Background: an optimization exercise with open tools, aiming at small area. Do not read the settings as production practice.
Only simulation tests tie the RTL to the original design; equivalence was not proved.
Power and IR drop assume default switching activity.

==> flow/run.sh <==
#!/bin/bash
# The standard layout, with the port buffers made from buf_1 cells.
export BUFFER_PORTS_ARGS="-buffer_cell sky130_fd_sc_hd__buf_1"
bash standard.sh > flow_standard.log 2>&1
==> design.v <==
module game(clk, movement, row, col, state, start, reset, matrix, head_row, head_col, fout, ones, tens);
    input clk;
    input start, reset;
    input [3:0] movement;
    output reg [7:0] row;
    output reg [7:0] col;
    output reg [2:0] head_row, head_col;
    output reg [63:0] matrix;
    output [2:0] state;
    output reg fout;
    output reg [7:0] ones, tens;
    localparam [63:0] HAPPY = 64'h0018244200666600;
    localparam [63:0] SAD   = 64'h0042241800666600;
    localparam [63:0] FIRST = 64'h000000000E000000;  
    reg run, over;               
    reg [7:0] cnt;
    reg [2:0] st;                
    reg [3:0] so;                
    reg dv, dax, dsg;            
    reg [2:0] ai;                
    reg [1:0] q [0:30];          
    reg [2:0] er, ec;            
    reg [2:0] pr, pc;            
    reg [2:0] wc;                
    reg cov;                     
    reg stp, grw, wrp, sta;      
    integer i;
    assign state = {over, run, ~run & ~over};
    wire tick = (cnt == 8'd1) & ~fout;
    reg [2:0] ar, ac;
    always @(*) begin
        case (ai)
            3'd0: begin ar = 3'd0; ac = 3'd4; end
            3'd1: begin ar = 3'd4; ac = 3'd1; end
            3'd2: begin ar = 3'd1; ac = 3'd5; end
            3'd3: begin ar = 3'd5; ac = 3'd2; end
            3'd4: begin ar = 3'd2; ac = 3'd6; end
            3'd5: begin ar = 3'd6; ac = 3'd3; end
            3'd6: begin ar = 3'd3; ac = 3'd0; end
            default: begin ar = 3'd3; ac = 3'd6; end
        endcase
    end
    function [63:0] acell(input [2:0] a);
        begin
            acell = 64'd0;
            case (a)
                3'd0: acell[8*0+4] = 1'b1;
                3'd1: acell[8*4+1] = 1'b1;
                3'd2: acell[8*1+5] = 1'b1;
                3'd3: acell[8*5+2] = 1'b1;
                3'd4: acell[8*2+6] = 1'b1;
                3'd5: acell[8*6+3] = 1'b1;
                3'd6: acell[8*3+0] = 1'b1;
                default: acell[8*3+6] = 1'b1;
            endcase
        end
    endfunction
    wire [63:0] ap = acell(ai);
    wire [63:0] apprev = acell(ai == 3'd0 ? 3'd6 : ai - 3'd1);
    wire eat = run & (head_row == ar) & (head_col == ac);
    wire grow = eat & (st < 3'd3);
    wire wrap = eat & (st == 3'd6) & (so == 4'd3);
    reg can;
    always @(*) begin
        if (!dax) can = dsg ? (head_row != 3'd7) : (head_row != 3'd0);
        else      can = dsg ? (head_col != 3'd7) : (head_col != 3'd0);
    end
    wire step = run & tick & dv & can;
    wire begin_game = ~run & tick & start;
    function [2:0] pm1(input [2:0] v, input m);    
        pm1 = {v[2] ^ ((v[0] ^ m) & (v[1] ^ m)), v[1] ^ (v[0] ^ m), ~v[0]};
    endfunction
    wire [5:0] wsel = {wc == 3'd5, wc == 3'd4, wc == 3'd3, wc == 3'd2, wc == 3'd1, wc == 3'd0};
    wire [4:0] smin = (st >= 3'd3) ? 5'd30 : (((st == 3'd1) ? 5'd10 : (st == 3'd2) ? 5'd20 : 5'd0) + {1'b0, so});
    reg [5:0] base;
    always @(*) begin
        case (wc)
            3'd0: base = 6'd0; 3'd1: base = 6'd6; 3'd2: base = 6'd12; 3'd3: base = 6'd18;
            3'd4: base = 6'd24; 3'd5: base = 6'd30; default: base = 6'd36;
        endcase
    end
    wire [6:0] left = {2'b0, smin} + {6'd0, wrp} + 7'd1 - {1'b0, base};
    reg [2:0] wr [0:6];
    reg [2:0] wcl [0:6];
    reg [1:0] lk;
    reg hit;
    integer k, c;
    always @(*) begin
        wr[0] = pr; wcl[0] = pc;
        hit = 1'b0;
        for (k = 0; k < 6; k = k + 1) begin
            lk = 2'd0;
            for (c = 0; c < 6; c = c + 1)
                if (6*c + k < 31) lk = lk | ({2{wsel[c]}} & q[6*c + k]);
            wr[k+1] = wr[k]; wcl[k+1] = wcl[k];
            if (!left[6] && left[5:0] > k) begin
                if (!lk[1]) wr[k+1] = pm1(wr[k], lk[0]);
                else        wcl[k+1] = pm1(wcl[k], lk[0]);
            end
            if (wr[k] == 3'd0 && wcl[k] == 3'd0) hit = 1'b1;
        end
    end
    function [63:0] onecell(input [2:0] r, input [2:0] c);
        begin
            onecell = 64'd0;
            onecell[{r, c}] = 1'b1;
        end
    endfunction
    wire [2:0] ra = wrp ? wr[1] : head_row;
    wire [2:0] ca = wrp ? wcl[1] : head_col;
    wire [2:0] rb = wrp ? wr[2] : er;
    wire [2:0] cb = wrp ? wcl[2] : ec;
    wire nr = ~reset;
    wire hold = nr & run & ~(sta | wrp);
    wire [7:0] rowa = (8'd1 << ra) & {8{nr & (stp | wrp)}};
    wire [7:0] cola = 8'd1 << ca;
    wire [7:0] rowbs = (8'd1 << rb) & {8{nr & (grw | wrp)}};
    wire [7:0] rowbc = (8'd1 << rb) & {8{stp & ~cov}};
    wire [7:0] colb = 8'd1 << cb;
    wire xhappy = reset | (~run & ~over);
    wire xsad = nr & ~run & over;
    wire [63:0] xbits = (HAPPY & {64{xhappy}}) | (SAD & {64{xsad}}) | (FIRST & {64{nr & sta}}) |
                        (ap & {64{nr & run}}) | (apprev & {64{nr & wrp}});
    reg [63:0] mnext;
    always @(*) begin
        for (k = 0; k < 64; k = k + 1)
            mnext[k] = (matrix[k] & hold & ~(rowbc[k/8] & colb[k%8])) | (rowbs[k/8] & colb[k%8]) |
                       (rowa[k/8] & cola[k%8]) | xbits[k];
    end
    wire mone = (movement == 4'd1) | (movement == 4'd2) | (movement == 4'd4) | (movement == 4'd8);
    wire max = movement[2] | movement[3];
    wire msg = movement[1] | movement[3];
    wire rev = dv & mone & (max == dax) & (msg != dsg);
    always @(posedge clk) matrix <= mnext;
    always @(posedge clk) begin
        if (reset) begin
            run <= 1'b0; over <= 1'b0;
            cnt <= 8'd128; fout <= 1'b0;
            st <= 3'd0; so <= 4'd0; dv <= 1'b0; ai <= 3'd7;
            head_row <= 3'd3; head_col <= 3'd3;
            row <= 8'd1; col <= 8'd0;
            stp <= 1'b0; grw <= 1'b0; wrp <= 1'b0; sta <= 1'b0;
        end else begin
            if (cnt == 8'd1) begin
                fout <= ~fout;
                cnt <= reload(st, so);
            end else
                cnt <= cnt - 8'd1;
            row <= {row[0], row[7:1]};
            col <= ({8{row[0]}} & matrix[7:0]) | ({8{row[1]}} & matrix[15:8]) |
                   ({8{row[2]}} & matrix[23:16]) | ({8{row[3]}} & matrix[31:24]) |
                   ({8{row[4]}} & matrix[39:32]) | ({8{row[5]}} & matrix[47:40]) |
                   ({8{row[6]}} & matrix[55:48]) | ({8{row[7]}} & matrix[63:56]);
            stp <= step; grw <= grow; wrp <= wrap; sta <= begin_game;
            if (run) begin
                if (movement != 4'd0 && !rev) begin
                    dv <= mone; dax <= max; dsg <= msg;
                end
                if (eat) begin
                    if (wrap) begin
                        st <= 3'd0; so <= 4'd0;
                    end else if (so == 4'd9) begin
                        st <= st + 3'd1; so <= 4'd0;
                    end else
                        so <= so + 4'd1;
                    ai <= (ai == 3'd7) ? 3'd3 : (ai == 3'd6) ? 3'd0 : ai + 3'd1;
                end
                if (tick && dv) begin
                    if (can) begin
                        if (!dax) head_row <= dsg ? head_row + 3'd1 : head_row - 3'd1;
                        else      head_col <= dsg ? head_col + 3'd1 : head_col - 3'd1;
                    end else begin
                        run <= 1'b0; over <= 1'b1;
                    end
                end
            end else begin
                if (over) begin st <= 3'd0; so <= 4'd0; dv <= 1'b0; end
                if (tick && start) begin
                    run <= 1'b1; over <= 1'b0;
                    head_row <= 3'd3; head_col <= 3'd3;
                end
            end
        end
    end
    reg [2:0] xr, xc;
    always @(*) begin
        if (wrp) begin
            xr = wr[2]; xc = wcl[2];
        end else if (stp && wrap) begin
            xr = 3'd0; xc = 3'd0;
        end else if (stp && !grow) begin
            xr = er + pr; xc = ec + pc;
        end else begin
            xr = er; xc = ec;
        end
    end
    always @(posedge clk) begin
        if (step) begin
            q[0] <= {dax, dsg};
            for (i = 1; i < 31; i = i + 1) q[i] <= q[i-1];
        end else if (begin_game) begin
            q[0] <= 2'b11; q[1] <= 2'b11;    
        end
        if (begin_game) begin
            er <= 3'd3; ec <= 3'd1;
        end else if (stp || sta || wrp) begin
            er <= xr; ec <= xc;
        end
        if (stp || sta || wrp) begin
            pr <= head_row - xr; pc <= head_col - xc;
            wc <= 3'd0;
        end else begin
            pr <= wr[6]; pc <= wcl[6];
            if (wc != 3'd6) wc <= wc + 3'd1;
            cov <= (wc == 3'd0 ? 1'b0 : cov) | hit;
        end
    end
    function [7:0] reload(input [2:0] t, input [3:0] o);
        reg [7:0] ta;
        reg [5:0] ob;
        begin
            case (t)
                3'd0: ta = 8'd128; 3'd1: ta = 8'd78; 3'd2: ta = 8'd28; 3'd3: ta = 8'd234;
                3'd4: ta = 8'd184; 3'd5: ta = 8'd134; 3'd6: ta = 8'd84; default: ta = 8'd34;
            endcase
            ob = {o, 2'b00} + {2'b00, o};
            reload = ta - {2'b00, ob};
        end
    endfunction
    localparam [79:0] SEG = 80'h90_80_F8_82_92_99_B0_A4_F9_C0;
    function [7:0] seg(input [3:0] d);
        seg = SEG[8*d +: 8];
    endfunction
    always @(*) begin
        ones = seg(so);
        tens = seg({1'b0, st});
    end
endmodule
==> config.mk <==
export PLATFORM = sky130hd
export DESIGN_NAME = game
export DESIGN_NICKNAME = game
export VERILOG_FILES = /design/flow/design.v
export SDC_FILE = /design/flow/constraint.sdc
export NUM_CORES = 8
export LEC_CHECK = 0
export CAP_MARGIN = 20
export CORE_MARGIN = 2
export CORE_UTILIZATION = 45
export CTS_BUF_LIST = sky130_fd_sc_hd__clkbuf_8
export CTS_CLUSTER_SIZE = 10
export SLEW_MARGIN = 20
==> standard.sh <==
#!/bin/bash
# synth_recipe.tcl (not shown) runs the flow's synth.tcl, then flattens the netlist and writes it again
# the make line also repeats each setting of config.mk as NAME=value (left out here)
make -C /OpenROAD-flow-scripts/flow DESIGN_CONFIG=/design/flow/config.mk WORK_HOME=/design/flow/orfs CLKGATE_MAP_FILE= SYNTH_SCRIPT=/design/flow/synth_recipe.tcl "${@:-finish}"
==> constraint.sdc <==
create_clock -name core_clock -period 10.0 [get_ports {clk}]
set_input_delay 2.0000 -clock core_clock [delete_from_list [all_inputs] [get_ports {clk}]]
set_output_delay 2.0000 -clock core_clock [all_outputs]
set_load 0.01 [all_outputs]
==> metrics.cfg, run 1 <==
[critical_path]
worstPathRequired_ps=10380
crit_type=register to register
cp_max_fo=20
cp.arrival_ps=6800
start_kind=register
critPathCaptureType=register

[logic_synthesis]
yosys_register_bits=192
async_flop_share_pct=0
ys_seq_area_share_pct=38.3
synth_area_per_cell_sq_um=8.98
syn_area_sq_um=11700
synthCells=1305
synth_top_area_share_pct=21.7
synth_flop_cell=dfxtp_1
ys_types=80
synthesis.nets=1368
synth-edff-count=65
synth_top_area_cell=dfxtp_1
synth_area_leaders=dfxtp_1, edfxtp_1, ha_1
ys_warn_count=4

[timing]
hold_viol_final=0
max_slew_margin_pct=27.9
worst_pin_slew_ps=1080
fmax_ghz=0.156
period_needed_ps=6420
slew_violations=0
skew_ps=21.5
rsz0062_at_grt=no
finalSetupViolCount=0
period_share_pct=64.2
tns_ps=0

[outcome]
status=finished clean

[finish]
finalInstanceArea_sq_um=12700
nets=1433
syn_to_final_growth_pct=8.73
drive_gt1_share_pct=6.36

[routing]
vias_per_cell=6.12
initialDrtViolationCount=988
avgRoutedWirePerCell_microns=20.8
wl_microns=35700
drc_errors=0
drtPass1Iterations=5
vias=10500
ant_nets=0

[place]
portBuffers=111
hpwl_microns=26300
dpl_cell_area_sq_um=12300
gp_congestion=0.914

[run]
drv_cap=0

[worst_hold_path]
hp-class=register to register

[cts]
cts_buffers=17
cts.path.max_buffers=2
post_cts_buffers=0
hold_buffers=0
cts_sinks=192
worstSkewPairLatency_ps=490
clkTransAtPathRegs_ps=110
root_buffer=clkbuf_8
cts_tree=done
cts-resized-gates=0
h-tree-depth=4

[power_and_ir_drop]
power_mw=2.88
seq_power_share_pct=32.1
switching_power_mw=1.30
power.internal_mw=1.58
p_per_area_nw_per_um2=226
irDropWorstVdd_uv=118
p_clk_share_pct=18.4
p_comb_share_pct=49.5
sw_frac_of_total_pct=45.0
p_leak_nw=4.38

[floorplan]
die_w_microns=165
die_area_sq_um=27400
die_y_microns=165
start_util_pct=45.4
core_area_sq_um=25800
num_rows=59
pin_count=113

[grt]
grt_pass1_wl_microns=55300
grt_pass1_vias=9526
grt_overflow=0
antenna_found_initial=0
grtUsageTotal_pct=26.4
grt_max_degree=65

[flip-flops by register name, summed over array words and instances, names as in the netlist, 3 cells and up]
signal    cells
cnt           8
pr            3
row           8
head_row      3
col           8
ai            3
head_col      3
so            4
pc            3
wc            3
er            3
ec            3
q            62
st            3
matrix       64
[power by group through the flow]
stage | clock, mW | combinational [mW] | sequential [mW]
6_report | 0.529 | 1.43 | 0.924
5_1_grt | 0.569 | 1.58 | 0.931
4_1_cts | 0.540 | 1.41 | 0.923
3_5_place_dp | 0 | 1.41 | 0.940
3_3_place_gp | 0 | 1.40 | 0.941
2_1_floorplan | 0 | 1.14 | 0.907
[critical path: stages, from the launching register on]
cell	delay, ps
dfxtp_1	400
inv_1	80
ha_1	490
or2_2	430
nor3_1	300
nor2_1	100
ha_1	300
inv_1	60
ha_1	190
inv_1	70
fa_1	380
nand2b_1	200
a21oi_2	240
xor2_2	390
nor3_4	140
nor4_4	290
xor2_1	460
xnor2_1	250
nand2_1	110
o21ai_1	360
nand2b_1	200
nor2_1	490
a21oi_1	140
a221o_1	280
[final cells by class]
| type | instances | area [sq um] |
|---|---|---|
| Inverter | 40 | 150 |
| Clock buffer | 17 | 234 |
| Clock inverter | 15 | 164 |
| Tap cell | 335 | 419 |
| Fill cell | 2518 | 13100 |
| Sequential cell | 192 | 4490 |
| Antenna cell | 1 | 2.50 |
| Timing Repair Buffer | 120 | 485 |
| Multi-Input combinational cell | 999 | 6800 |
[metrics by stage]
step	hold WS, ps	setup WS (ps)	cells	utilization (%)
floorplan	422	4200	1305	-
global placement	431	3800	1686	47.7
detailed placement	433	3670	1686	47.7
CTS	451	3660	1718	49.3
global route	461	3030	1718	49.3
finish	456	3580	1719	49.3
[cell usage in the layout (no fill, tap or decap), types with 16 or more instances in the layout]
cell type,synthesis,layout
ha_1,46,46
o211ai_1,76,76
o21ai_0,32,32
dfxtp_1,127,127
a22oi_1,43,43
nor3_1,41,38
a21oi_1,87,87
edfxtp_1,65,65
nand2_1,125,125
inv_1,39,39
nor2b_1,21,21
a211oi_1,16,16
clkbuf_8,0,17
xnor2_1,57,57
xor2_1,20,20
nor2_1,124,123
buf_1,13,110
nand3_1,28,28
nand2b_1,22,22
a221o_1,24,24
[cell families (layout without fill, tap and decap cells)]
group	count (synthesis)	count (layout)	synth area share [%]
XOR/XNOR	86	86	7.29
flip-flops	192	192	38.3
adder cells (fa/ha/maj)	56	56	6.62
AO/OA/AOI/OAI	392	392	23.8
other	1	2	0.0320
buffers and inverters	114	192	3.87
multiplexers	17	17	1.59
AND/OR/NAND/NOR	447	447	18.4
[routing by layer]
layer	part of all wire [%]	routed length (microns)	up-vias	global-route usage, %
li1	-	-	4968	-
met1	47	16700	5079	39.9
met2	44	15600	433	38.1
met3	7.9	2800	44	5.27
met4	1.7	624	0	7.41
met5	0	0	-	0
[synth_stat cells (all sizes together) (6+ instances only)]
library cell / instances
dfxtp: 127
nand2: 125
nor2: 124
a21oi: 89
o211ai: 76
edfxtp: 65
xnor2: 64
clkbuf: 51
ha: 46
nor3: 45
a22oi: 43
o21ai: 41
inv: 39
nand3: 28
a221o: 24
buf: 23
nand2b: 22
xor2: 22
nor2b: 21
a211oi: 17
or2: 16
a21o: 14
mux2i: 14
nor4: 11
a222oi: 10
and3: 10
fa: 10
nor3b: 10
a31oi: 9
or3: 9
a41oi: 8
and2: 8
nand4: 8
a32oi: 7
o21a: 7
o22ai: 6
[path summary, 6_finish.rpt]
kind	start	endpoint	slack (ps)	depth (start not counted)
setup / recovery	wc[0]	matrix[6]	3580	23
hold / removal	q[9][0]	q[10][0]	460	0
setup reg to reg	wc[0]	matrix[6]	3580	23
hold reg to reg	q[9][0]	q[10][0]	460	0
==> run 2, diff against run 1 <==
--- a/config.mk
+++ b/config.mk
@@ -7,7 +7,6 @@
 export LEC_CHECK = 0
 export CAP_MARGIN = 20
 export CORE_MARGIN = 2
-export CORE_UTILIZATION = 45
+export CORE_UTILIZATION = 60
 export CTS_BUF_LIST = sky130_fd_sc_hd__clkbuf_8
-export CTS_CLUSTER_SIZE = 10
 export SLEW_MARGIN = 20
==> metrics.cfg, run 2 <==
[place]
dp_cells=1617  ; was 1686
place_ws_ps=3630  ; was 3670 ps
gp_congestion=0.996  ; was 0.914
hpwl_microns=25200  ; was 26300 microns
portBuffers=111  ; unchanged

[floorplan]
core_area_sq_um=19300  ; was 25800 sq um
die_y_microns=144  ; was 165 microns
num_rows=51  ; was 59
start_util_pct=60.6  ; was 45.4%
die_w_microns=144  ; was 165 microns
pin_count=113  ; unchanged
die_area_sq_um=20700  ; was 27400 sq um

[cts]
root_buffer=clkbuf_8  ; unchanged
h-tree-depth=4  ; unchanged
cts_tree=done  ; unchanged
cts_buffers=17  ; unchanged
clkTransAtPathRegs_ps=110  ; about the same
hold_buffers=0  ; unchanged
cts.path.max_buffers=2  ; unchanged
cts_sinks=192  ; unchanged
post_cts_buffers=0  ; unchanged
worstSkewPairLatency_ps=490  ; about the same
cts-resized-gates=0  ; unchanged

[routing]
avgRoutedWirePerCell_microns=21.1  ; was 20.8 microns
vias=10700  ; was 10500
vias_per_cell=6.46  ; was 6.12
drtPass1Iterations=5  ; unchanged
initialDrtViolationCount=1280  ; was 988
wl_microns=34900  ; was 35700 microns
ant_nets=0  ; unchanged
drc_errors=0  ; unchanged

[grt]
antenna_found_initial=0  ; unchanged
grt_pass1_wl_microns=53900  ; was 55300 microns
grtUsageTotal_pct=33.8  ; was 26.4%
grt_overflow=0  ; unchanged
grt_pass1_vias=9594  ; was 9526
grt_max_degree=65  ; unchanged

[finish]
post-route-util_pct=65.3  ; was 49.3%
nets=1434  ; was 1433
antenna_cells=0  ; was 1
largest_reg_flops=64  ; unchanged
syn_to_final_growth_pct=7.71  ; was 8.73%
largest_registers=matrix x64, q x62  ; unchanged
drive_gt1_share_pct=6.21  ; was 6.36%
layout_commonest_cell=dfxtp_1  ; unchanged
n_fill_cell=1699  ; was 2518
final_cell_mix=dfxtp_1, nand2_1, nor2_1  ; unchanged
seqCellArea_sq_um=4490  ; unchanged
stdcell_count=1649  ; was 1719
multiInputGateArea_sq_um=6790  ; was 6800 sq um
regMostFlops=matrix  ; unchanged

[worst_hold_path]
hp-class=register to register  ; unchanged

[timing]
hold_viol_final=0  ; unchanged
period_share_pct=64.4  ; was 64.2%
fmax_ghz=0.155  ; was 0.156 GHz
timing.final.ws_setup_ps=3560  ; was 3580 ps
skew_ps=23.5  ; was 21.5 ps
finalSetupViolCount=0  ; unchanged
worst_pin_slew_ps=1200  ; was 1080 ps
tns_ps=0  ; unchanged
rsz0062_at_grt=no  ; unchanged
max_slew_margin_pct=19.6  ; was 27.9%
period_needed_ps=6440  ; was 6420 ps
slew_violations=0  ; unchanged

[critical_path]
start_kind=register  ; unchanged
worstPathRequired_ps=10370  ; was 10380 ps
r2r_slack_ps=3560  ; was 3580 ps
critPathCaptureType=register  ; unchanged
cp_max_fo=20  ; unchanged
crit_type=register to register  ; unchanged
cp.arrival_ps=6810  ; was 6800 ps

[logic_synthesis]
syn_area_sq_um=11700  ; unchanged
async_flop_share_pct=0  ; unchanged
synth_area_per_cell_sq_um=8.98  ; unchanged
ys_seq_area_share_pct=38.3  ; unchanged
synth_top_area_share_pct=21.7  ; unchanged
synthesis.nets=1368  ; unchanged
ys_types=80  ; unchanged
ys_warn_count=4  ; unchanged
yosys_register_bits=192  ; unchanged
synth_flop_cell=dfxtp_1  ; unchanged
synth_top_area_cell=dfxtp_1  ; unchanged
yosysMostFrequentCell=dfxtp_1  ; unchanged
netlist_top_cells_count=dfxtp_1, nand2_1, nor2_1  ; unchanged
synth_area_leaders=dfxtp_1, edfxtp_1, ha_1  ; unchanged
synthCells=1305  ; unchanged
synth-edff-count=65  ; unchanged

[run]
drv_cap=0  ; unchanged

[power_and_ir_drop]
p_leak_nw=4.38  ; about the same
p_per_area_nw_per_um2=225  ; was 226 nW/um^2
irDropWorstVdd_uv=137  ; was 118 uV

[outcome]
status=finished clean  ; unchanged

-- run 2: area by class of cell --
| class | count | share of cell area (%) |
|---|---|---|
| tap | 265 | 2.63 |
| clock inverter | 15 | 1.04 |
| inverter | 40 | 1.19 |
| sequential | 192 | 35.6 |
| clock buffer | 17 | 1.85 |
| timing repair buffer | 121 | 3.90 |
| multi-input combinational | 999 | 53.8 |
-- run 2: final timing paths --
kind                               start    endpoint  cells past startpoint
worst min-delay path            q[27][1]    q[28][1]                      0
worst max-delay path               wc[0]  matrix[60]                     22
worst min register to register  q[27][1]    q[28][1]                      0
worst max register to register     wc[0]  matrix[60]                     22
-- run 2: cells by family after synthesis --
| logic type | after synthesis | synth area share [%] |
|---|---|---|
| other | 1 | 0.0320 |
| and+or+nand+nor | 447 | 18.4 |
| buffers and inverters | 114 | 3.87 |
| adders and majority gates | 56 | 6.62 |
| DFF | 192 | 38.3 |
| AOI/OAI and AO/OA | 392 | 23.8 |
| xor gates and xnor gates | 86 | 7.29 |
| muxes | 17 | 1.59 |
-- run 2: layer usage --
| metal | up-vias | wire [microns] | track usage [%] |
|---|---|---|---|
| li1 | 4971 | - | - |
| met1 | 5106 | 15500 | 49.9 |
| met2 | 515 | 14900 | 48.7 |
| met3 | 62 | 3820 | 9.66 |
| met4 | 0 | 597 | 8.20 |
| met5 | - | 0 | 0 |
-- run 2: where the power goes --
group / internal [mW] / switching [mW]
combinational: 0.530 / 0.904
sequential: 0.853 / 0.0677
clock: 0.182 / 0.310
total: 1.56 / 1.28
-- run 2: critical path: stages (launching register included) --
cell      delay, ps
dfxtp_1         400
inv_1            80
ha_1            470
or2_2           420
nor3_1          340
nor2_1          100
ha_1            290
inv_1            50
ha_1            200
inv_1            70
fa_1            380
nand2b_1        200
a21oi_2         220
xor2_2          380
nor3_4          150
nor4_4          290
xnor2_1         220
mux2i_1         140
xnor2_1         440
a21oi_1         330
nor3_1          730
a21oi_1         130
a221o_1         290
-- run 2: metrics by stage --
step           hold WS, ps  power (mW)  area (sq um)
6_report               444        2.85         12600
5_1_grt                450        3.02         12600
4_1_cts                440        2.82         12600
3_5_place_dp           433        2.33         12300
3_3_place_gp           431        2.31         12300
2_1_floorplan          422        2.05         11700
==> run 3, diff against run 2 <==
--- a/config.mk
+++ b/config.mk
@@ -7,6 +7,6 @@
 export LEC_CHECK = 0
 export CAP_MARGIN = 20
 export CORE_MARGIN = 2
-export CORE_UTILIZATION = 60
-export CTS_BUF_LIST = sky130_fd_sc_hd__clkbuf_8
+export CORE_UTILIZATION = 45
+export CTS_BUF_LIST = sky130_fd_sc_hd__clkbuf_8 sky130_fd_sc_hd__clkbuf_16
 export SLEW_MARGIN = 20
==> metrics.cfg, run 3 <==
[cts]
h-tree-depth=4  ; unchanged
cts_tree=done  ; unchanged
post_cts_buffers=0  ; unchanged
worstSkewPairLatency_ps=450  ; was 490 ps
cts_buffers=17  ; unchanged
cts-resized-gates=0  ; unchanged
cts.path.max_buffers=2  ; unchanged
clkTransAtPathRegs_ps=80  ; was 110 ps
hold_buffers=0  ; unchanged
root_buffer=clkbuf_16  ; was clkbuf_8
cts_sinks=192  ; unchanged

[outcome]
status=finished clean  ; unchanged

[grt]
grt_max_degree=65  ; unchanged
grt_pass1_wl_microns=55500  ; was 53900 microns
grtUsageTotal_pct=26.5  ; was 33.8%
grt_overflow=0  ; unchanged
grt_pass1_vias=9536  ; was 9594
antenna_found_initial=0  ; unchanged

[logic_synthesis]
synth_area_per_cell_sq_um=8.98  ; unchanged
netlist_top_cells_count=dfxtp_1, nand2_1, nor2_1  ; unchanged
synth-edff-count=65  ; unchanged
synth_top_area_cell=dfxtp_1  ; unchanged
async_flop_share_pct=0  ; unchanged
yosysMostFrequentCell=dfxtp_1  ; unchanged
synth_area_leaders=dfxtp_1, edfxtp_1, ha_1  ; unchanged
syn_area_sq_um=11700  ; unchanged
synthCells=1305  ; unchanged
ys_seq_area_share_pct=38.3  ; unchanged
synth_top_area_share_pct=21.7  ; unchanged
synth_flop_cell=dfxtp_1  ; unchanged
ys_types=80  ; unchanged
synthesis.nets=1368  ; unchanged
yosys_register_bits=192  ; unchanged
ys_warn_count=4  ; unchanged

[finish]
stdcell_count=1719  ; was 1649
n_fill_cell=2508  ; was 1699
nets=1433  ; was 1434
layout_commonest_cell=dfxtp_1  ; unchanged
regMostFlops=matrix  ; unchanged
final_cell_mix=dfxtp_1, nand2_1, nor2_1  ; unchanged
syn_to_final_growth_pct=10.4  ; was 7.71%
multiInputGateArea_sq_um=6800  ; was 6790 sq um
largest_reg_flops=64  ; unchanged
largest_registers=matrix x64, q x62  ; unchanged
drive_gt1_share_pct=6.36  ; was 6.21%
seqCellArea_sq_um=4490  ; unchanged

[timing]
period_share_pct=64.6  ; was 64.4%
worst_pin_slew_ps=1120  ; was 1200 ps
skew_ps=15.8  ; was 23.5 ps
max_slew_margin_pct=25.3  ; was 19.6%
rsz0062_at_grt=no  ; unchanged
period_needed_ps=6460  ; was 6440 ps
finalSetupViolCount=0  ; unchanged
slew_violations=0  ; unchanged
fmax_ghz=0.155  ; about the same
hold_viol_final=0  ; unchanged
tns_ps=0  ; unchanged

[floorplan]
die_area_sq_um=27400  ; was 20700 sq um
core_area_sq_um=25800  ; was 19300 sq um
num_rows=59  ; was 51
die_w_microns=165  ; was 144 microns
die_y_microns=165  ; was 144 microns
start_util_pct=45.4  ; was 60.6%
pin_count=113  ; unchanged

[routing]
initialDrtViolationCount=1219  ; was 1280
wl_microns=35800  ; was 34900 microns
vias=10600  ; was 10700
ant_nets=0  ; unchanged
drc_errors=0  ; unchanged
avgRoutedWirePerCell_microns=20.8  ; was 21.1 microns
vias_per_cell=6.15  ; was 6.46
drtPass1Iterations=6  ; was 5

[critical_path]
crit_type=register to register  ; unchanged
start_kind=register  ; unchanged
critPathCaptureType=register  ; unchanged
startpoint=wc[0]  ; unchanged
critical-path-max-stage-delay_ps=490  ; was 730 ps
worstPathRequired_ps=10340  ; was 10370 ps
cp_max_fo=20  ; unchanged
cp_slowest_cell=ha_1  ; was nor3_1
path_cells=inv_1 -> ha_1 -> or2_2 -> nor3_1 -> nor2_1 -> ha_1 -> inv_1 -> ha_1 -> inv_1 -> fa_1 -> nand2b_1 -> a21oi_2 -> xor2_2 -> nor3_4 -> nor4_4 -> xor2_1 -> xnor2_1 -> nand2_1 -> o21ai_1 -> nand2b_1 -> nor2_1 -> a21oi_1 -> a221o_1  ; was inv_1 -> ha_1 -> or2_2 -> nor3_1 -> nor2_1 -> ha_1 -> inv_1 -> ha_1 -> inv_1 -> fa_1 -> nand2b_1 -> a21oi_2 -> xor2_2 -> nor3_4 -> nor4_4 -> xnor2_1 -> mux2i_1 -> xnor2_1 -> a21oi_1 -> nor3_1 -> a21oi_1 -> a221o_1
cp.arrival_ps=6790  ; was 6810 ps
worstSetupEndpoint=matrix[6]  ; was matrix[60]
r2r-start=wc[0]  ; unchanged
r2r_slack_ps=3540  ; was 3560 ps
r2r.worst_path.cells=23  ; was 22
reg2reg_to=matrix[6]  ; was matrix[60]

[worst_hold_path]
hp-class=register to register  ; unchanged
hold_start=q[10][0]  ; was q[27][1]

[place]
gp_congestion=0.914  ; was 0.996
portBuffers=111  ; unchanged
dp_cells=1686  ; was 1617
hpwl_microns=26300  ; was 25200 microns

[power_and_ir_drop]
irDropWorstVdd_uv=168  ; was 137 uV
p_leak_nw=4.47  ; was 4.38 nW
p_per_area_nw_per_um2=236  ; was 225 nW/um^2

[run]
drv_cap=0  ; unchanged

## run 3: changes by cell type in the layout (fill, tap and decap cells not counted), moves of 2 or more
cell,before,now
clkbuf_16,0,17
clkbuf_8,17,0
inv_6,2,5
inv_4,3,0
inv_8,4,2
inv_1,41,39
clkinv_8,1,3
## run 3: critical path, delay by kind of cell (launching register included)
kind | cells | cell delay [ps]
simple gates | 9 | 2250
xor+xnor | 3 | 1090
buf+inv | 3 | 210
compound gates | 4 | 1000
flops | 1 | 400
fa+ha+maj | 4 | 1390
## run 3: logic make-up (layout without fill, tap and decap cells)
kind of cell,count (synthesis),in the layout,share of synthesized area (%)
compound gates,392,392,23.8
xor+xnor,86,86,7.29
fa+ha+maj,56,56,6.62
buf+inv,114,192,3.87
flops,192,192,38.3
mux,17,17,1.59
other cells,1,2,0.0320
simple gates,447,447,18.4
## run 3: per-layer routing
| metal | vias to the layer above | routed length, microns | GRT usage [%] | share of wire (%) |
|---|---|---|---|---|
| met5 | - | 0 | 0 | 0 |
| met4 | 0 | 588 | 6.58 | 1.6 |
| met3 | 44 | 2810 | 4.87 | 7.9 |
| li1 | 4963 | - | - | - |
| met1 | 5114 | 16700 | 40.3 | 47 |
| met2 | 455 | 15600 | 38.5 | 44 |
## run 3: cell type report
cell class / instances / area share, %
timing repair buffer: 120 / 3.75
clock buffer: 17 / 3.29
inverter: 40 / 1.16
clock inverter: 15 / 1.27
sequential: 192 / 34.7
tap: 335 / 3.24
antenna: 1 / 0.0193
multi-input combinational: 999 / 52.5
## run 3: power breakdown
group	total (mW)	internal (mW)	switching, mW
Sequential	0.924	0.853	0.0712
Combinational	1.43	0.532	0.900
Clock	0.699	0.346	0.353
Total	3.05	1.73	1.32
## run 3: how the worst min path moves through the flow
stage / cells past startpoint / slack [ps] / to
floorplan: 0 / 420 / q[7][0]
global placement: 0 / 430 / q[14][0]
detailed placement: 0 / 430 / q[14][1]
CTS: 0 / 450 / q[11][0]
global route: 0 / 450 / q[29][1]
finish: 0 / 450 / q[11][0]
## run 3: metrics by stage
stage | area (sq um) | hold slack [ps] | utilization, % | power [mW] | setup slack [ps]
6_report | 12900 | 447 | 50.1 | 3.05 | 3540
3_5_place_dp | 12300 | 433 | 47.7 | 2.35 | 3670
4_1_cts | 12900 | 448 | 50.0 | 3.05 | 3610
3_3_place_gp | 12300 | 431 | 47.7 | 2.34 | 3800
2_1_floorplan | 11700 | 422 | - | 2.05 | 4200
5_1_grt | 12900 | 451 | 50.1 | 3.25 | 2980
==> run 4, diff against run 3 <==
==> flow/run.sh (replaced) <==
#!/bin/bash
# Layout flow: the standard flow (standard.sh) with two changes.
#  1. Synthesis maps the combinational logic for area (flow/synth_area.tcl):
#     the registers are those of the standard synthesis, which runs first and
#     is compared with; if they differ, the standard netlist is used.
#  2. The port buffers are buf_1 cells.
# Each step writes its full output to a log file here.
set -u
W=$(pwd)
R=$W/orfs/results/sky130hd/game/base

bash standard.sh synth > log_synth_standard.log 2>&1 || exit 1
cp "$R/1_2_yosys.v" "$W/netlist_standard.v"

MAKECMD=$(grep '^make ' standard.sh | sed "s|SYNTH_SCRIPT=[^ ]*|SYNTH_SCRIPT=$W/flow/synth_area.tcl|; s|\"\${@:-finish}\"||")
rm -f "$R/1_2_yosys.v" "$R/1_synth.odb" "$R/1_synth.sdc"
if eval "$MAKECMD synth" > log_synth_area.log 2>&1; then
  regs() { grep -oE '^ *sky130_fd_sc_hd__[a-z]*df[a-z]*_[0-9]+ +[^ ]+' "$1" | sed 's/_[0-9]* / /' | sort; }
  if [[ "$(regs "$W/netlist_standard.v")" == "$(regs "$R/1_2_yosys.v")" ]]; then
    echo "area synthesis: registers match the standard synthesis" > log_synth_check.log
  else
    echo "area synthesis: registers differ; using the standard netlist" > log_synth_check.log
    rm -f "$R/1_synth.odb" "$R/1_synth.sdc"
    cp "$W/netlist_standard.v" "$R/1_2_yosys.v"
    eval "$MAKECMD synth" >> log_synth_check.log 2>&1 || exit 1
  fi
else
  echo "area synthesis failed; using the standard netlist" > log_synth_check.log
  rm -f "$R/1_synth.odb" "$R/1_synth.sdc"
  cp "$W/netlist_standard.v" "$R/1_2_yosys.v"
  eval "$MAKECMD synth" >> log_synth_check.log 2>&1 || exit 1
fi

export BUFFER_PORTS_ARGS="-buffer_cell sky130_fd_sc_hd__buf_1"
bash standard.sh > log_layout.log 2>&1
==> flow/area.abc (new file) <==
strash
ifraig
dc2
dch -f
amap
==> flow/synth_area.tcl (new file) <==
# synth_recipe.tcl (the standard synthesis) with two changes that only touch the
# combinational logic: no full-adder extraction, and ABC maps with the
# area-oriented script in area.abc instead of ORFS's speed script.
proc synth {args} { yosys synth -nofsm -noshare {*}$args }
proc extract_fa {args} {}
set ::area_abc_script [file join [file dirname [file normalize [info script]]] area.abc]
proc abc {args} {
  set i [lsearch -exact $args -script]
  if {$i >= 0} { set args [lreplace $args [expr {$i + 1}] [expr {$i + 1}] $::area_abc_script] }
  yosys abc {*}$args
}
source $::env(SCRIPTS_DIR)/synth.tcl
# left out here: clear keep_hierarchy, flatten, clean up, hide names made inside functions, write 1_2_yosys.v
--- a/config.mk
+++ b/config.mk
@@ -7,6 +7,6 @@
 export LEC_CHECK = 0
 export CAP_MARGIN = 20
 export CORE_MARGIN = 2
-export CORE_UTILIZATION = 45
-export CTS_BUF_LIST = sky130_fd_sc_hd__clkbuf_8 sky130_fd_sc_hd__clkbuf_16
+export CORE_UTILIZATION = 60
+export CTS_BUF_LIST = sky130_fd_sc_hd__clkbuf_8
 export SLEW_MARGIN = 20
==> metrics.cfg, run 4 <==
[routing]
drtPass1Iterations=6  ; unchanged
ant_nets=0  ; unchanged
vias=10000  ; was 10600
met3_length_microns=3470  ; was 2810 microns
wl_microns=30700  ; was 35800 microns
vias_per_cell=6.54  ; was 6.15
wl_met1_microns=13200  ; was 16700 microns
drc_errors=0  ; unchanged
routed.top_layer=met4  ; unchanged
met2WireLength_microns=13400  ; was 15600 microns
initialDrtViolationCount=1141  ; was 1219
avgRoutedWirePerCell_microns=20.0  ; was 20.8 microns

[timing]
hold_viol_final=0  ; unchanged
period_share_pct=78.3  ; was 64.6%
rsz0062_at_grt=no  ; unchanged
max_slew_margin_pct=39.8  ; was 25.3%
timing.final.ws_setup_ps=2170  ; was 3540 ps
finalSetupViolCount=0  ; unchanged
fmax_ghz=0.128  ; was 0.155 GHz
worst_pin_slew_ps=894  ; was 1120 ps
period_needed_ps=7830  ; was 6460 ps
skew_ps=17.3  ; was 15.8 ps
tns_ps=0  ; unchanged
slew_violations=0  ; unchanged

[outcome]
status=finished clean  ; unchanged

[cts]
h-tree-depth=4  ; unchanged
cts_tree=done  ; unchanged
cts.path.max_buffers=2  ; unchanged
cts_buffers=17  ; unchanged
cts-resized-gates=0  ; unchanged
hold_buffers=0  ; unchanged
cts_sinks=192  ; unchanged
root_buffer=clkbuf_8  ; was clkbuf_16
post_cts_buffers=0  ; unchanged
clkTransAtPathRegs_ps=110  ; was 80 ps
worstSkewPairLatency_ps=480  ; was 450 ps

[logic_synthesis]
ys_seq_area_share_pct=45.8  ; was 38.3%
netlist_top_cells_count=nor2_1, dfxtp_1, clkinv_1  ; was dfxtp_1, nand2_1, nor2_1
yosys_register_bits=192  ; unchanged
ys_warn_count=4  ; unchanged
synthCells=1166  ; was 1305
async_flop_share_pct=0  ; unchanged
yosysMostFrequentCell=nor2_1  ; was dfxtp_1
syn_area_sq_um=9820  ; was 11700 sq um
synth_top_area_share_pct=25.9  ; was 21.7%
ys_types=47  ; was 80
synth-edff-count=65  ; unchanged
synth_area_per_cell_sq_um=8.42  ; was 8.98 sq um
synth_top_area_cell=dfxtp_1  ; unchanged
synth_flop_cell=dfxtp_1  ; unchanged
synthesis.nets=1173  ; was 1368
synth_area_leaders=dfxtp_1, edfxtp_1, nor2_1  ; was dfxtp_1, edfxtp_1, ha_1

[finish]
drive_gt1_share_pct=3.57  ; was 6.36%
layout_commonest_cell=nor2_1  ; was dfxtp_1
final_cell_mix=nor2_1, dfxtp_1, buf_1  ; was dfxtp_1, nand2_1, nor2_1
seqCellArea_sq_um=4490  ; unchanged
syn_to_final_growth_pct=12.1  ; was 10.4%
n_fill_cell=1363  ; was 2508
largest_registers=matrix x64, q x62  ; unchanged
post-route-util_pct=69.0  ; was 50.1%
stdcell_count=1534  ; was 1719
largest_reg_flops=64  ; unchanged
antenna_cells=0  ; was 1
regMostFlops=matrix  ; unchanged
multiInputGateArea_sq_um=4920  ; was 6800 sq um
nets=1312  ; was 1433

[worst_hold_path]
hold_start=q[22][0]  ; was q[10][0]
hold_end=q[23][0]  ; was q[11][0]
min_path_cells=0  ; unchanged
hp-class=register to register  ; unchanged

[place]
portBuffers=111  ; unchanged
hpwl_microns=22000  ; was 26300 microns
dp_cells=1502  ; was 1686
gp_congestion=0.945  ; was 0.914
place_ws_ps=2420  ; was 3670 ps

[power_and_ir_drop]
p_per_area_nw_per_um2=217  ; was 236 nW/um^2
irDropWorstVdd_uv=225  ; was 168 uV
p_leak_nw=3.41  ; was 4.47 nW
power_mw=2.39  ; was 3.05 mW

[critical_path]
cp.arrival_ps=8250  ; was 6790 ps
crit_type=register to register  ; unchanged
start_kind=register  ; unchanged
cp_max_fo=7  ; was 20
critPathCaptureType=register  ; unchanged
cp_slowest_cell=o21ai_0  ; was ha_1
critical-path-max-stage-delay_ps=730  ; was 490 ps
reg2reg_to=pr[2]  ; was matrix[6]
r2r-start=st[0]  ; was wc[0]
r2r.worst_path.cells=35  ; was 23
worstPathRequired_ps=10420  ; was 10340 ps
r2r_slack_ps=2170  ; was 3540 ps

[floorplan]
core_area_sq_um=15900  ; was 25800 sq um
die_w_microns=132  ; was 165 microns
num_rows=46  ; was 59
die_y_microns=132  ; was 165 microns
die_area_sq_um=17400  ; was 27400 sq um
pin_count=113  ; unchanged
start_util_pct=61.6  ; was 45.4%

[grt]
grt_pass1_vias=8993  ; was 9536
grt_overflow=0  ; unchanged
grt_max_degree=65  ; unchanged
antenna_found_initial=0  ; unchanged
grtUsageTotal_pct=34.4  ; was 26.5%
grt_pass1_wl_microns=48000  ; was 55500 microns

[run]
drv_cap=0  ; unchanged

[run 4: area by class of cell]
| cell class | instances | area share [%] |
|---|---|---|
| clock buffers | 17 | 2.13 |
| clock inverters | 15 | 1.68 |
| inverters | 105 | 3.58 |
| multi-input cells | 866 | 44.7 |
| flip-flops and latches | 192 | 40.8 |
| well taps | 216 | 2.46 |
| repair buffers | 123 | 4.62 |
[run 4: report_power, final]
part	leakage (nW)	internal [mW]	switching [mW]	total [mW]
Combinational	1.58	0.295	0.651	0.946
Clock	0.213	0.244	0.308	0.552
Sequential	1.63	0.842	0.0445	0.887
[run 4: worst max-delay path, delay by kind of cell (launching register included)]
| family | cells | cell delay (ps) |
|---|---|---|
| simple gates | 10 | 1210 |
| buf+inv | 7 | 1220 |
| flops | 1 | 460 |
| compound gates | 18 | 4880 |
[run 4: routing by layer]
| metal | GRT usage (%) | up-vias |
|---|---|---|
| li1 | - | 4778 |
| met1 | 48.4 | 4633 |
| met2 | 52.8 | 565 |
| met3 | 8.92 | 63 |
| met4 | 9.24 | 0 |
| met5 | 0 | - |
[run 4: through the flow]
stage	instance area (sq um)	hold slack [ps]
after floorplan	9820	425
after global routing	11000	461
after global placement	10600	427
final	11000	458
after detailed placement	10600	436
after CTS	11000	459
[run 4: cells by family (layout without fill, tap and decap cells)]
| group | Yosys count | after routing | share of synthesized area, % |
|---|---|---|---|
| AND/OR/NAND/NOR | 447 | 447 | 20.0 |
| AO/OA/AOI/OAI | 415 | 415 | 29.7 |
| flip-flops | 192 | 192 | 45.8 |
| buffers and inverters | 108 | 260 | 4.24 |
| XOR/XNOR | 3 | 3 | 0.268 |
| other | 1 | 1 | 0.0382 |
[run 4: worst max path at each step]
| stage | start | endpoint | slack (ps) | cells after the start |
|---|---|---|---|---|
| 4_1_cts | st[0] | pr[2] | 2330 | 35 |
| 2_1_floorplan | st[1] | pr[2] | 3650 | 37 |
| 5_1_grt | st[0] | pr[2] | 1260 | 38 |
| 6_report | st[0] | pr[2] | 2170 | 35 |
| 3_3_place_gp | st[1] | pr[2] | 2780 | 38 |
| 3_5_place_dp | st[0] | pr[2] | 2420 | 35 |
==> run 5, diff against run 4 <==
--- a/design.v
+++ b/design.v
@@ -2,7 +2,7 @@
     input clk;
     input start, reset;
     input [3:0] movement;
-    output reg [7:0] row;
+    output [7:0] row;
     output reg [7:0] col;
     output reg [2:0] head_row, head_col;
     output reg [63:0] matrix;
@@ -13,6 +13,7 @@
     localparam [63:0] SAD   = 64'h0042241800666600;
     localparam [63:0] FIRST = 64'h000000000E000000;  
     reg run, over;               
+    reg [2:0] rc;                
     reg [7:0] cnt;
     reg [2:0] st;                
     reg [3:0] so;                
@@ -26,6 +27,7 @@
     reg stp, grw, wrp, sta;      
     integer i;
     assign state = {over, run, ~run & ~over};
+    assign row = 8'd1 << rc;
     wire tick = (cnt == 8'd1) & ~fout;
     reg [2:0] ar, ac;
     always @(*) begin
@@ -138,7 +140,7 @@
             cnt <= 8'd128; fout <= 1'b0;
             st <= 3'd0; so <= 4'd0; dv <= 1'b0; ai <= 3'd7;
             head_row <= 3'd3; head_col <= 3'd3;
-            row <= 8'd1; col <= 8'd0;
+            rc <= 3'd0; col <= 8'd0;
             stp <= 1'b0; grw <= 1'b0; wrp <= 1'b0; sta <= 1'b0;
         end else begin
             if (cnt == 8'd1) begin
@@ -146,7 +148,7 @@
                 cnt <= reload(st, so);
             end else
                 cnt <= cnt - 8'd1;
-            row <= {row[0], row[7:1]};
+            rc <= rc - 3'd1;
             col <= ({8{row[0]}} & matrix[7:0]) | ({8{row[1]}} & matrix[15:8]) |
                    ({8{row[2]}} & matrix[23:16]) | ({8{row[3]}} & matrix[31:24]) |
                    ({8{row[4]}} & matrix[39:32]) | ({8{row[5]}} & matrix[47:40]) |
--- a/config.mk
+++ b/config.mk
@@ -7,6 +7,6 @@
 export LEC_CHECK = 0
 export CAP_MARGIN = 20
 export CORE_MARGIN = 2
-export CORE_UTILIZATION = 60
+export CORE_UTILIZATION = 70
 export CTS_BUF_LIST = sky130_fd_sc_hd__clkbuf_8
 export SLEW_MARGIN = 20
==> metrics.cfg, run 5 <==
[finish]
antenna_cells=0  ; unchanged
nets=1306  ; was 1312
seqCellArea_sq_um=4390  ; was 4490 sq um
largest_registers=matrix x64, q x62  ; unchanged
final_cell_mix=nor2_1, dfxtp_1, clkinv_1  ; was nor2_1, dfxtp_1, buf_1
syn_to_final_growth_pct=11.5  ; was 12.1%
multiInputGateArea_sq_um=4890  ; was 4920 sq um
largest_reg_flops=64  ; unchanged
regMostFlops=matrix  ; unchanged
n_fill_cell=968  ; was 1363
layout_commonest_cell=nor2_1  ; unchanged
drive_gt1_share_pct=3.66  ; was 3.57%

[critical_path]
cp.arrival_ps=8680  ; was 8250 ps
r2r_slack_ps=1690  ; was 2170 ps
cp_slowest_cell=o21ai_0  ; unchanged
critical-path-max-stage-delay_ps=640  ; was 730 ps
crit_type=register to register  ; unchanged
r2r-start=st[1]  ; was st[0]
r2r.worst_path.cells=34  ; was 35
critPathCaptureType=register  ; unchanged
critPathMostFrequentCell=o21ai_0
start_kind=register  ; unchanged
cp_max_fo=9  ; was 7
reg2reg_to=matrix[45]  ; was pr[2]
worstPathRequired_ps=10370  ; was 10420 ps

[cts]
hold_buffers=0  ; unchanged
root_buffer=clkbuf_8  ; unchanged
post_cts_buffers=0  ; unchanged
cts-resized-gates=0  ; unchanged
cts_buffers=17  ; unchanged
h-tree-depth=4  ; unchanged
clkTransAtPathRegs_ps=100  ; was 110 ps
cts_tree=done  ; unchanged
cts_sinks=187  ; was 192
cts.path.max_buffers=2  ; unchanged
worstSkewPairLatency_ps=480  ; about the same

[logic_synthesis]
synth_flop_cell=dfxtp_1  ; unchanged
async_flop_share_pct=0  ; unchanged
synth_area_leaders=dfxtp_1, edfxtp_1, nor2_1  ; unchanged
synthCells=1160  ; was 1166
yosysMostFrequentCell=nor2_1  ; unchanged
synth-edff-count=65  ; unchanged
yosys_register_bits=187  ; was 192
synth_top_area_share_pct=25.1  ; was 25.9%
synthesis.nets=1167  ; was 1173
ys_warn_count=4  ; unchanged
syn_area_sq_um=9740  ; was 9820 sq um
netlist_top_cells_count=nor2_1, dfxtp_1, clkinv_1  ; unchanged
ys_types=46  ; was 47
synth_top_area_cell=dfxtp_1  ; unchanged
ys_seq_area_share_pct=45.1  ; was 45.8%
synth_area_per_cell_sq_um=8.40  ; was 8.42 sq um

[routing]
drtPass1Iterations=14  ; was 6
met3_length_microns=4040  ; was 3470 microns
avgRoutedWirePerCell_microns=20.9  ; was 20.0 microns
initialDrtViolationCount=1698  ; was 1141
drc_errors=0  ; unchanged
wl_microns=31300  ; was 30700 microns
ant_nets=0  ; unchanged
wl_met1_microns=12100  ; was 13200 microns
vias_per_cell=7.05  ; was 6.54
met2WireLength_microns=13800  ; was 13400 microns
routed.top_layer=met4  ; unchanged
vias=10500  ; was 10000

[timing]
tns_ps=0  ; unchanged
skew_ps=17.4  ; was 17.3 ps
fmax_ghz=0.120  ; was 0.128 GHz
rsz0062_at_grt=no  ; unchanged
worst_pin_slew_ps=1170  ; was 894 ps
period_needed_ps=8310  ; was 7830 ps
max_slew_margin_pct=21.9  ; was 39.8%
hold_viol_final=0  ; unchanged
finalSetupViolCount=0  ; unchanged
slew_violations=0  ; unchanged
period_share_pct=83.1  ; was 78.3%

[floorplan]
start_util_pct=71.0  ; was 61.6%
die_w_microns=122  ; was 132 microns
die_area_sq_um=14900  ; was 17400 sq um
num_rows=43  ; was 46
pin_count=113  ; unchanged
core_area_sq_um=13700  ; was 15900 sq um
die_y_microns=122  ; was 132 microns

[worst_hold_path]
hp-class=register to register  ; unchanged
hold_start=q[3][0]  ; was q[22][0]
hold_end=q[4][0]  ; was q[23][0]
min_path_cells=0  ; unchanged

[power_and_ir_drop]
power_mw=2.44  ; was 2.39 mW
irDropWorstVdd_uv=233  ; was 225 uV
p_leak_nw=3.38  ; was 3.41 nW
p_per_area_nw_per_um2=225  ; was 217 nW/um^2

[run]
drv_cap=0  ; unchanged

[place]
gp_congestion=1.06  ; was 0.945
portBuffers=111  ; unchanged
hpwl_microns=22000  ; about the same

[grt]
grt_pass1_wl_microns=47800  ; was 48000 microns
grt_max_degree=65  ; unchanged
antenna_found_initial=0  ; unchanged
grtUsageTotal_pct=41.6  ; was 34.4%
grt_overflow=0  ; unchanged
grt_pass1_vias=9143  ; was 8993

[outcome]
status=finished clean  ; unchanged

## run 5: changes by cell type after synthesis, sizes merged, moves of 5 or more
cell    before  now
nor2       234  208
o22ai       24   43
clkinv     105  120
o211ai      63   54
nor2b       18   10
or2         14   22
a311o        0    7
nand3       19   12
dfxtp      127  122
nand2       82   87
## run 5: how the worst max path moves through the flow
| stage | to | cells past startpoint | slack, ps | start |
|---|---|---|---|---|
| after detailed placement | matrix[45] | 34 | 2100 | st[1] |
| after global placement | matrix[45] | 34 | 2300 | st[1] |
| after global routing | matrix[63] | 34 | 850 | st[1] |
| after floorplan | matrix[45] | 34 | 3390 | st[1] |
| after CTS | matrix[45] | 34 | 2010 | st[1] |
| final | matrix[45] | 34 | 1690 | st[1] |
## run 5: final cells by class
class	instances	area share, %
multi-input cells	850	45.1
flip-flops and latches	187	40.4
repair buffers	123	4.68
inverters	120	4.15
clock buffers	17	2.15
well taps	180	2.07
clock inverters	15	1.45
## run 5: routing by layer
layer,track usage [%],vias up
met5,0,-
met4,17.7,0
met3,10.7,128
met2,62.5,796
met1,57.1,4836
li1,-,4758
## run 5: kinds of logic (layout without fill, tap and decap cells)
family,count (synthesis),count (layout),synth area share [%]
buffers and inverters,123,275,4.85
xor gates and xnor gates,2,2,0.180
AOI/OAI and AO/OA,425,425,30.8
and+or+nand+nor,422,422,19.1
DFF,187,187,45.1
other,1,1,0.0385
## run 5: per-stage QoR
step           std cells  hold slack (ps)  worst slack, ps  util [%]  cell area (sq um)
6_report            1492              456             1690      79.2              10900
5_1_grt             1492              457              845      79.2              10900
4_1_cts             1492              452             2010      79.2              10900
3_5_place_dp        1460              435             2100      76.3              10500
3_3_place_gp        1460              430             2300      76.3              10500
2_1_floorplan       1160              417             3390         -               9740
## run 5: worst max-delay path, delay by kind of cell, from the launching register on
kind                   cells  cell delay [ps]
buffers and inverters      7             1250
flip-flops                 1              470
AO/OA/AOI/OAI             16             4300
AND/OR/NAND/NOR           11             2190
## run 5: power by group
| part | internal [mW] | total (mW) | switching (mW) |
|---|---|---|---|
| registers | 0.826 | 0.864 | 0.0380 |
| clock network | 0.205 | 0.502 | 0.297 |
| logic | 0.326 | 1.08 | 0.752 |
==> run 6, diff against run 5 <==
--- a/config.mk
+++ b/config.mk
@@ -7,6 +7,6 @@
 export LEC_CHECK = 0
 export CAP_MARGIN = 20
 export CORE_MARGIN = 2
-export CORE_UTILIZATION = 70
+export CORE_UTILIZATION = 60
 export CTS_BUF_LIST = sky130_fd_sc_hd__clkbuf_8
 export SLEW_MARGIN = 20
==> metrics.cfg, run 6 <==
[timing]
slew_violations=0  ; unchanged
finalSetupViolCount=0  ; unchanged
max_slew_margin_pct=38.4  ; was 21.9%
tns_ps=0  ; unchanged
hold_viol_final=0  ; unchanged
period_share_pct=79.2  ; was 83.1%
period_needed_ps=7920  ; was 8310 ps
fmax_ghz=0.126  ; was 0.120 GHz
skew_ps=14.4  ; was 17.4 ps
worst_pin_slew_ps=921  ; was 1170 ps
rsz0062_at_grt=no  ; unchanged

[power_and_ir_drop]
p_leak_nw=3.41  ; was 3.38 nW
irDropWorstVdd_uv=238  ; was 233 uV
p_per_area_nw_per_um2=223  ; was 225 nW/um^2

[cts]
root_buffer=clkbuf_8  ; unchanged
h-tree-depth=4  ; unchanged
worstSkewPairLatency_ps=490  ; was 480 ps
hold_buffers=0  ; unchanged
cts_buffers=17  ; unchanged
clkTransAtPathRegs_ps=110  ; was 100 ps
cts-resized-gates=0  ; unchanged
post_cts_buffers=0  ; unchanged
cts.path.max_buffers=2  ; unchanged
cts_tree=done  ; unchanged
cts_sinks=187  ; unchanged

[logic_synthesis]
synth_top_area_share_pct=25.1  ; unchanged
synth-edff-count=65  ; unchanged
synth_area_leaders=dfxtp_1, edfxtp_1, nor2_1  ; unchanged
ys_warn_count=4  ; unchanged
synth_top_area_cell=dfxtp_1  ; unchanged
synth_flop_cell=dfxtp_1  ; unchanged
async_flop_share_pct=0  ; unchanged
ys_seq_area_share_pct=45.1  ; unchanged
netlist_top_cells_count=nor2_1, dfxtp_1, clkinv_1  ; unchanged
ys_types=46  ; unchanged
yosysMostFrequentCell=nor2_1  ; unchanged
syn_area_sq_um=9740  ; unchanged
synth_area_per_cell_sq_um=8.40  ; unchanged
synthesis.nets=1167  ; unchanged
synthCells=1160  ; unchanged
yosys_register_bits=187  ; unchanged

[critical_path]
r2r-start=st[1]  ; unchanged
cp_max_fo=9  ; unchanged
critical-path-max-stage-delay_ps=560  ; was 640 ps
cp_slowest_cell=or3_1  ; was o21ai_0
critPathCaptureType=register  ; unchanged
cp.arrival_ps=8320  ; was 8680 ps
startpoint=st[1]  ; unchanged
start_kind=register  ; unchanged
worstPathRequired_ps=10400  ; was 10370 ps
crit_type=register to register  ; unchanged
critPathMostFrequentCell=o21ai_0  ; unchanged

[finish]
largest_reg_flops=64  ; unchanged
largest_registers=matrix x64, q x62  ; unchanged
layout_commonest_cell=nor2_1  ; unchanged
finalInstanceArea_sq_um=10900  ; about the same
n_fill_cell=1350  ; was 968
multiInputGateArea_sq_um=4890  ; unchanged
drive_gt1_share_pct=3.73  ; was 3.66%
syn_to_final_growth_pct=12.2  ; was 11.5%
regMostFlops=matrix  ; unchanged
final_cell_mix=nor2_1, dfxtp_1, clkinv_1  ; unchanged
seqCellArea_sq_um=4390  ; unchanged
nets=1307  ; was 1306
antenna_cells=0  ; unchanged
post-route-util_pct=68.8  ; was 79.2%

[routing]
avgRoutedWirePerCell_microns=19.8  ; was 20.9 microns
drtPass1Iterations=6  ; was 14
wl_microns=30300  ; was 31300 microns
vias=10100  ; was 10500
initialDrtViolationCount=1190  ; was 1698
drc_errors=0  ; unchanged
vias_per_cell=6.61  ; was 7.05
ant_nets=0  ; unchanged

[grt]
grt_pass1_vias=9108  ; was 9143
grt_overflow=0  ; unchanged
grt_max_degree=65  ; unchanged
grt_pass1_wl_microns=47900  ; was 47800 microns
antenna_found_initial=0  ; unchanged
grtUsageTotal_pct=34.7  ; was 41.6%

[floorplan]
pin_count=113  ; unchanged
core_area_sq_um=15900  ; was 13700 sq um
die_w_microns=131  ; was 122 microns
start_util_pct=61.3  ; was 71.0%
num_rows=46  ; was 43
die_y_microns=131  ; was 122 microns
die_area_sq_um=17300  ; was 14900 sq um

[worst_hold_path]
hold_start=q[9][0]  ; was q[3][0]
hp-class=register to register  ; unchanged

[outcome]
status=finished clean  ; unchanged

[place]
portBuffers=111  ; unchanged
gp_congestion=1.05  ; was 1.06
hpwl_microns=21800  ; was 22000 microns
dpl_cell_area_sq_um=10500  ; about the same

[run]
drv_cap=0  ; unchanged

[run 6: changes by cell type in the layout (fill, tap and decap cells not counted), sizes merged]
cell,before,now
clkinv,124,126
clkinvlp,5,0
inv,5,8
buf,122,123
[run 6: cells by family after synthesis]
family	after synthesis	share of synthesized area [%]
AND/OR/NAND/NOR	422	19.1
AO/OA/AOI/OAI	425	30.8
other	1	0.0385
flip-flops	187	45.1
XOR/XNOR	2	0.180
buffers and inverters	123	4.85
[run 6: cell type report]
cell class              instances  area share, %
well taps                     216           2.47
multi-input cells             850           44.8
inverters                     120           4.12
clock inverters                15           1.57
repair buffers                124           4.72
flip-flops and latches        187           40.2
clock buffers                  17           2.14
[run 6: path summary, 6_finish.rpt]
path / depth (start not counted) / slack, ps / end
setup / recovery: 34 / 2080 / matrix[45]
hold / removal: 0 / 450 / q[10][0]
setup reg to reg: 34 / 2080 / matrix[45]
hold reg to reg: 0 / 450 / q[10][0]
[run 6: per-layer routing]
metal / GRT usage (%) / vias to the layer above / wire (microns)
li1: - / 4769 / -
met1: 48.2 / 4678 / 12700
met2: 53.8 / 580 / 13500
met3: 7.83 / 77 / 3320
met4: 12.0 / 0 / 824
met5: 0 / - / 0
[run 6: critical path, delay by kind of cell (launching register included)]
family / cells / cell delay [ps]
AO/OA/AOI/OAI: 16 / 4030
flip-flops: 1 / 480
buffers and inverters: 7 / 1170
AND/OR/NAND/NOR: 11 / 2130
[run 6: through the flow]
stage	power (mW)	worst slack (ps)	instances	hold WS, ps
after detailed placement	1.90	2330	1497	437
after global routing	2.62	1040	1529	455
after floorplan	1.65	3390	1160	417
after CTS	2.41	2320	1529	449
final	2.44	2080	1529	449
after global placement	1.88	2590	1497	429
[run 6: report_power, final]
| part | switching, mW | total [mW] | leakage [nW] | internal (mW) |
|---|---|---|---|---|
| Sequential | 0.0375 | 0.864 | 1.59 | 0.826 |
| Combinational | 0.728 | 1.05 | 1.62 | 0.327 |
| Clock | 0.308 | 0.520 | 0.209 | 0.211 |
| Total | 1.07 | 2.44 | 3.41 | 1.36 |
==> run 7, diff against run 6 <==
--- a/config.mk
+++ b/config.mk
@@ -5,8 +5,8 @@
 export SDC_FILE = /design/flow/constraint.sdc
 export NUM_CORES = 8
 export LEC_CHECK = 0
-export CAP_MARGIN = 20
+export CAP_MARGIN = 0
 export CORE_MARGIN = 2
 export CORE_UTILIZATION = 60
 export CTS_BUF_LIST = sky130_fd_sc_hd__clkbuf_8
-export SLEW_MARGIN = 20
+export SLEW_MARGIN = 0
==> metrics.cfg, run 7 <==
[power_and_ir_drop]
p_comb_share_pct=43.3  ; about the same
p_clk_share_pct=21.3  ; about the same
irDropWorstVdd_uv=238  ; about the same
switching_power_mw=1.07  ; about the same
p_leak_nw=3.41  ; about the same
seq_power_share_pct=35.4  ; about the same
power.internal_mw=1.36  ; about the same
sw_frac_of_total_pct=44.0  ; about the same
p_per_area_nw_per_um2=223  ; about the same

[timing]
period_needed_ps=7910  ; was 7920 ps
rsz0062_at_grt=no  ; unchanged
hold_viol_final=0  ; unchanged
slew_violations=0  ; unchanged
finalSetupViolCount=0  ; unchanged
worst_pin_slew_ps=1290  ; was 921 ps
fmax_ghz=0.126  ; about the same
period_share_pct=79.1  ; was 79.2%
tns_ps=0  ; unchanged
max_slew_margin_pct=12.9  ; was 38.4%
skew_ps=14.7  ; was 14.4 ps

[grt]
grt_max_degree=65  ; unchanged
grt_pass1_wl_microns=47900  ; unchanged
grt_pass1_vias=9108  ; unchanged
grt_overflow=0  ; unchanged
grtUsageTotal_pct=34.7  ; unchanged
antenna_found_initial=0  ; unchanged

[critical_path]
cp_slowest_cell=or3_1  ; unchanged
crit_type=register to register  ; unchanged
critPathCaptureType=register  ; unchanged
critPathMostFrequentCell=o21ai_0  ; unchanged
worstPathRequired_ps=10390  ; was 10400 ps
cp_max_fo=9  ; unchanged
start_kind=register  ; unchanged
cp.arrival_ps=8300  ; was 8320 ps
critical-path-max-stage-delay_ps=560  ; about the same

[cts]
hold_buffers=0  ; unchanged
cts_tree=done  ; unchanged
cts.path.max_buffers=2  ; unchanged
root_buffer=clkbuf_8  ; unchanged
cts_buffers=17  ; unchanged
cts_sinks=187  ; unchanged
cts-resized-gates=0  ; unchanged
worstSkewPairLatency_ps=490  ; about the same
h-tree-depth=4  ; unchanged
post_cts_buffers=0  ; unchanged
clkTransAtPathRegs_ps=110  ; about the same

[routing]
avgRoutedWirePerCell_microns=19.8  ; about the same
vias_per_cell=6.59  ; was 6.61
initialDrtViolationCount=1189  ; was 1190
drc_errors=0  ; unchanged
vias=10100  ; about the same
drtPass1Iterations=10  ; was 6
ant_nets=0  ; unchanged
wl_microns=30300  ; about the same

[finish]
nets=1307  ; unchanged
final_cell_mix=nor2_1, dfxtp_1, clkinv_1  ; unchanged
layout_commonest_cell=nor2_1  ; unchanged
regMostFlops=matrix  ; unchanged
antenna_cells=0  ; unchanged
drive_gt1_share_pct=3.73  ; unchanged
largest_registers=matrix x64, q x62  ; unchanged
syn_to_final_growth_pct=12.2  ; unchanged
stdcell_count=1529  ; unchanged
largest_reg_flops=64  ; unchanged

[logic_synthesis]
yosysMostFrequentCell=nor2_1  ; unchanged
netlist_top_cells_count=nor2_1, dfxtp_1, clkinv_1  ; unchanged
ys_warn_count=4  ; unchanged
syn_area_sq_um=9740  ; unchanged
async_flop_share_pct=0  ; unchanged
synthesis.nets=1167  ; unchanged
synth_area_leaders=dfxtp_1, edfxtp_1, nor2_1  ; unchanged
yosys_register_bits=187  ; unchanged
ys_types=46  ; unchanged
synth_flop_cell=dfxtp_1  ; unchanged
synth_top_area_cell=dfxtp_1  ; unchanged
synth-edff-count=65  ; unchanged
synth_top_area_share_pct=25.1  ; unchanged
synthCells=1160  ; unchanged
synth_area_per_cell_sq_um=8.40  ; unchanged
ys_seq_area_share_pct=45.1  ; unchanged

[place]
hpwl_microns=21800  ; about the same
gp_congestion=1.05  ; unchanged
portBuffers=111  ; unchanged
dp_cells=1497  ; unchanged

[worst_hold_path]
hp-class=register to register  ; unchanged

[run]
drv_cap=0  ; unchanged

[floorplan]
pin_count=113  ; unchanged
core_area_sq_um=15900  ; unchanged
die_y_microns=131  ; unchanged
die_w_microns=131  ; unchanged
die_area_sq_um=17300  ; unchanged
num_rows=46  ; unchanged
start_util_pct=61.3  ; unchanged

[outcome]
status=finished clean  ; unchanged

run 7: changes by cell type in the layout (fill, tap and decap cells not counted):
cell and delta:
o21ai_0 +1, o21ai_1 -1
run 7: cell families (layout without fill, tap and decap cells):
| group | count (synthesis) | count (layout) | synth area share [%] |
|---|---|---|---|
| buffers and inverters | 123 | 276 | 4.85 |
| DFF | 187 | 187 | 45.1 |
| other | 1 | 1 | 0.0385 |
| AOI/OAI and AO/OA | 425 | 425 | 30.8 |
| xor gates and xnor gates | 2 | 2 | 0.180 |
| and+or+nand+nor | 422 | 422 | 19.1 |
run 7: cell type report:
cell class              count  area, sq um
fillers                  1350         4950
multi-input cells         850         4890
flip-flops and latches    187         4390
repair buffers            124          515
inverters                 120          450
well taps                 216          270
clock buffers              17          234
clock inverters            15          171
run 7: worst max-delay path, delay by kind of cell (launching register included):
family | cells | cell delay, ps
compound gates | 16 | 4030
buf+inv | 7 | 1170
flops | 1 | 480
simple gates | 11 | 2140
run 7: power groups by stage:
stage                     combinational [mW]  clock [mW]  sequential, mW
after global routing                    1.19       0.552           0.869
after global placement                  1.00           0           0.880
after detailed placement                1.02           0           0.880
after CTS                               1.03       0.521           0.863
after floorplan                        0.783           0           0.871
final                                   1.05       0.520           0.864
run 7: final timing paths:
kind | startpoint | end | slack [ps] | cells after the start
max | st[1] | matrix[45] | 2090 | 34
min | q[9][0] | q[10][0] | 450 | 0
max reg2reg | st[1] | matrix[45] | 2090 | 34
min reg2reg | q[9][0] | q[10][0] | 450 | 0
run 7: per-layer routing:
| layer | wire, microns | GRT usage, % |
|---|---|---|
| met5 | 0 | 0 |
| met4 | 882 | 12.0 |
| met3 | 3420 | 7.83 |
| met2 | 13500 | 53.8 |
| met1 | 12600 | 48.2 |
run 7: stage by stage:
stage / hold slack [ps] / cell area (sq um) / utilization (%) / worst slack, ps / total power, mW
CTS: 449 / 10900 / 68.8 / 2320 / 2.41
global route: 455 / 10900 / 68.8 / 1040 / 2.62
floorplan: 417 / 9740 / - / 3390 / 1.65
global placement: 429 / 10500 / 66.3 / 2590 / 1.88
finish: 449 / 10900 / 68.8 / 2090 / 2.44
detailed placement: 437 / 10500 / 66.3 / 2330 / 1.90

separate check: timing with driven ports:
Ports are ideal in the flow. The routed layouts listed here were re-timed in OpenROAD.
Step 1 (the two cells are an assumption about what drives the block):
set clk [get_ports {clk}]
set_driving_cell -lib_cell sky130_fd_sc_hd__clkbuf_16 $clk
set_driving_cell -lib_cell sky130_fd_sc_hd__buf_2 [delete_from_list [all_inputs] $clk]
Step 2, shift: input delay + t, output delay - t, t = (earliest + latest rising clock arrival at the registers) / 2. This alone moves slack from input paths to output paths.
a / b / c = ideal / step 1 / step 2; a / b = the first two.
run	t, ns	setup slack, ns	worst hold slack (ns)	worst setup path at the end	worst slew at a driven data input, ns
run 1	0.528	3.578 / 3.578 / 3.578	0.456 / 0.456 / 0.456	register to register	0.03
run 2	0.520	3.563 / 3.563 / 3.563	0.444 / 0.444 / 0.444	register to register	0.03
run 3	0.493	3.540 / 3.540 / 3.540	0.447 / 0.447 / 0.447	register to register	0.03
run 4	0.512	2.174 / 2.174 / 2.174	0.458 / 0.458 / 0.458	register to register	0.03
run 5	0.516	1.692 / 1.692 / 1.692	0.456 / 0.456 / 0.456	register to register	0.03
run 6	0.528	2.076 / 2.076 / 2.076	0.449 / 0.449 / 0.449	register to register	0.04
run 7	0.526	2.094 / 2.094 / 2.094	0.449 / 0.449 / 0.449	register to register	0.04
After both steps every run listed still meets setup and hold.
